What follows belongs to an exercise in optimizing a design on an open flow for small area; a production flow would make more cautious choices.
RTL that was checked went through simulation tests only; none was proved equivalent to the original.
Power figures rest on the tool's default switching activity, not on a simulated workload.

## lab3
module lab3
(
    input       CLOCK_50,
    input       rst_n,
    input       IRDA_RXD,
    output      LCD_RS,
    output      LCD_RW,
    output      LCD_EN,
    output      [7:0]LCD_DATA,    
    output      LCD_ON,
    output      LCD_BLON,
    output      [7:0]LEDG,
    output      [6:0]HEX0,
    output      [6:0]HEX1,
    output      [6:0]HEX2,
    output      [6:0]HEX3,
    output      [6:0]HEX4,
    output      [6:0]HEX5,
    output      [6:0]HEX6,
    output      [6:0]HEX7,
    output      [3:0]KEY
);
Size in the first run: about 150 flip-flops, ~84 I/O pins, ~7600 µm² of cells after synthesis.
Settings: LEC_CHECK=0, CAP_MARGIN=20, CORE_MARGIN=2, CORE_UTILIZATION=40, CTS_BUF_LIST=sky130_fd_sc_hd__clkbuf_8, SLEW_MARGIN=20; clock period 20.0 ns.
standard.sh (not shown) runs the stock make flow with config.mk's settings and CLKGATE_MAP_FILE= SYNTH_SCRIPT=/design/flow/synth_recipe.tcl, a recipe that flattens the netlist after the stock synthesis.
==> flow/flow/run.sh <==
#!/bin/bash
# Own layout flow: the standard flow (standard.sh) with these changes.
#  Synthesis: ORFS's full/half-adder extraction is skipped (ADDER_MAP_FILE
#  empty) and ABC maps with an area script. Eight area scripts (flow/abc_*.script: deepsyn with fixed seeds and step
#  limits) are tried, each in its own copy of ORFS's scripts folder that differs
#  only in abc_area.script and its own ORFS work folder; the run with the
#  smallest synthesised cell area becomes the layout's synthesis.
#  Placement: port buffers are sky130_fd_sc_hd__buf_1.
#  CTS: clkbuf_8 buffers (as config.mk), without dummy loads.
# Every step is otherwise standard.sh's. Each tool run logs to its own file
# in the work folder (synth_<x>.log, layout.log).
set -euo pipefail
W=$(pwd)
VARIANTS="s1 s2 s3 d1 s4 s5 s6 d2"
synth_variant() {
  local v=$1
  rm -rf "$W/scripts_$v" "$W/orfs_$v"
  cp -rp "$FLOW_HOME/scripts" "$W/scripts_$v"
  cp "$W/flow/abc_$v.script" "$W/scripts_$v/abc_area.script"
  sed "s#$W/orfs#$W/orfs_$v#g" "$W/standard.sh" > "$W/standard_$v.sh"
  bash "$W/standard_$v.sh" SCRIPTS_DIR="$W/scripts_$v" ABC_AREA=1 ADDER_MAP_FILE= synth > "$W/synth_$v.log" 2>&1 || true
}
# two batches of four, one CPU each
for v in s1 s2 s3 d1; do synth_variant $v & done
wait
for v in s4 s5 s6 d2; do synth_variant $v & done
wait
best=""
best_area=""
for v in $VARIANTS; do
  stat="$W/orfs_$v/reports/sky130hd/lab3/base/synth_stat.txt"
  [[ -f "$stat" && -f "$W/orfs_$v/results/sky130hd/lab3/base/1_synth.odb" ]] || continue
  a=$(grep "Chip area for module" "$stat" | tail -1 | awk '{print $NF}')
  echo "variant $v: synthesised area $a" >> "$W/synth_choice.log"
  if [[ -z "$best" ]] || awk -v a="$a" -v b="$best_area" 'BEGIN{exit !(a < b)}'; then
    best=$v; best_area=$a
  fi
done
echo "chosen: $best ($best_area)" >> "$W/synth_choice.log"
rm -rf "$W/orfs"
mv "$W/orfs_$best" "$W/orfs"
for v in $VARIANTS; do rm -rf "$W/orfs_$v" "$W/scripts_$v"; done
bash standard.sh "BUFFER_PORTS_ARGS=-buffer_cell sky130_fd_sc_hd__buf_1" \
  "CTS_ARGS=-sink_clustering_enable -repair_clock_nets -buf_list sky130_fd_sc_hd__clkbuf_8 -dont_use_dummy_load" \
  finish > "$W/layout.log" 2>&1
Other scripts of this flow, unchanged in this note and not shown: flow/flow/abc_d1.script, flow/flow/abc_d2.script, flow/flow/abc_s1.script, flow/flow/abc_s2.script, flow/flow/abc_s3.script, flow/flow/abc_s4.script, flow/flow/abc_s5.script, flow/flow/abc_s6.script
==> next run, changes <==
--- a/flow/design.v
+++ b/flow/design.v
@@ -134,26 +134,24 @@
     .CLOCK_50(CLOCK_50),
     .rst_n(rst_n),
     .clr(neg | pos),
     .o50_O(op50),
     .o500_O(op500)
 );
 wire    [6:0]s50  = {1'b0, on50} - {1'b0, op50};
+wire    [5:0]s500 = {1'b0, on500} - {1'b0, op500};
 reg     r50, r500, p0, p1, p500;
 always @(*)begin
     case(s50)        
         7'd8, 7'd9, 7'd10, 7'd11, 7'd12, 7'd13, 7'd14,
         7'd114, 7'd115, 7'd116, 7'd117, 7'd118, 7'd119, 7'd120: r50 = 1'b1;
         default: r50 = 1'b0;
     endcase
-    case({op500[3], op500[0], on500})
-        7'h17, 7'h18, 7'h19,             
-        7'h38, 7'h39, 7'h3a,             
-        7'h59, 7'h5a, 7'h5b,             
-        7'h7a, 7'h7b, 7'h7c: r500 = 1'b1;    
+    case(s500)       
+        6'd17, 6'd18, 6'd19, 6'd45, 6'd46, 6'd47: r500 = 1'b1;
         default: r500 = 1'b0;
     endcase
     case(op50)
         6'd8, 6'd9, 6'd10, 6'd11, 6'd12, 6'd13, 6'd14: p0 = 1'b1;
         default: p0 = 1'b0;
     endcase
     case(op50)
@@ -362,21 +360,21 @@
         4'hf: hex = 8'h46;
         default: hex = {4'h3, nib};
     endcase
 end
 reg     [7:0]val;
 always @(*)begin
     if(!init_stage)begin
-        val[7:6] = 2'b00;
-        val[5]   = ms_cnt[3] | ms_cnt[0];
-        val[4]   = ms_cnt[3] | ms_cnt[0];
-        val[3]   = ~(ms_cnt[3] ^ ms_cnt[2]) & ~(ms_cnt[2] ^ ms_cnt[1]) & ~ms_cnt[0];
-        val[2]   = ms_cnt[2] & ~ms_cnt[3];
-        val[1]   = ms_cnt[2] & ~ms_cnt[3];
-        val[0]   = ms_cnt[1] & ~ms_cnt[2] & ~ms_cnt[3];
+        case(ms_cnt[3:0])
+            4'he:    val = 8'h38;    
+            4'h0:    val = 8'h08;    
+            4'h2:    val = 8'h01;    
+            4'h4:    val = 8'h06;    
+            default: val = 8'h30;    
+        endcase
     end
     else begin
         case(ms_cnt[5:1])
             5'd0:  val = 8'h0c;
             5'd1:  val = 8'h83;
             5'd2:  val = 8'h49;
             5'd3:  val = 8'h52;
=> The new run completed without violations; clock power is about the same; count of clock-buffer cells in the layout stays the same; routed wire length falls by 1.3%; non-clock buffer count stays the same; total power stays flat; worst setup slack got worse by 0.27 ns; final cell count rises by 1.4%; register-to-register slack got worse by 0.34 ns; sequential power stays flat; core utilization barely changes; final area rises by 0.40%; via count rises by 0.32%; clock skew falls by 0.0047 ns.
Only the layout flow was run in the second run of this note; the RTL was not checked for function there.

[static timing again, ports no longer ideal]
The flow's constraints put no driver on any port. The routed layouts listed below were extracted and timed again, unchanged, in two steps.
Step 1, drivers: a clkbuf_16 drives CLOCK_50 and a buf_2 each remaining input, both assumed.
Step 2 moves the port delays by t, midway between the first and last clock arrival at a register: inputs arrive t later, outputs are due t later. That takes back most of the time a late clock gives input paths.
Slacks: ideal ports / drivers / drivers and shift; pairs: ideal ports / drivers.
run	t, ns	slack for setup (ns)	hold slack, ns	latest minus earliest clock arrival (ns)	worst data-port slew with drivers (ns)
the first run	0.472	11.247 / 11.225 / 11.225	0.351 / 0.351 / 0.351	0.030 / 0.030	0.03
the second run	0.478	10.973 / 10.948 / 10.948	0.355 / 0.355 / 0.355	0.027 / 0.027	0.03
After both steps every run listed still meets setup and hold. The setup slack of the second run, which loses most, moves by -0.025 ns with the drivers and by -0.025 ns with both steps.
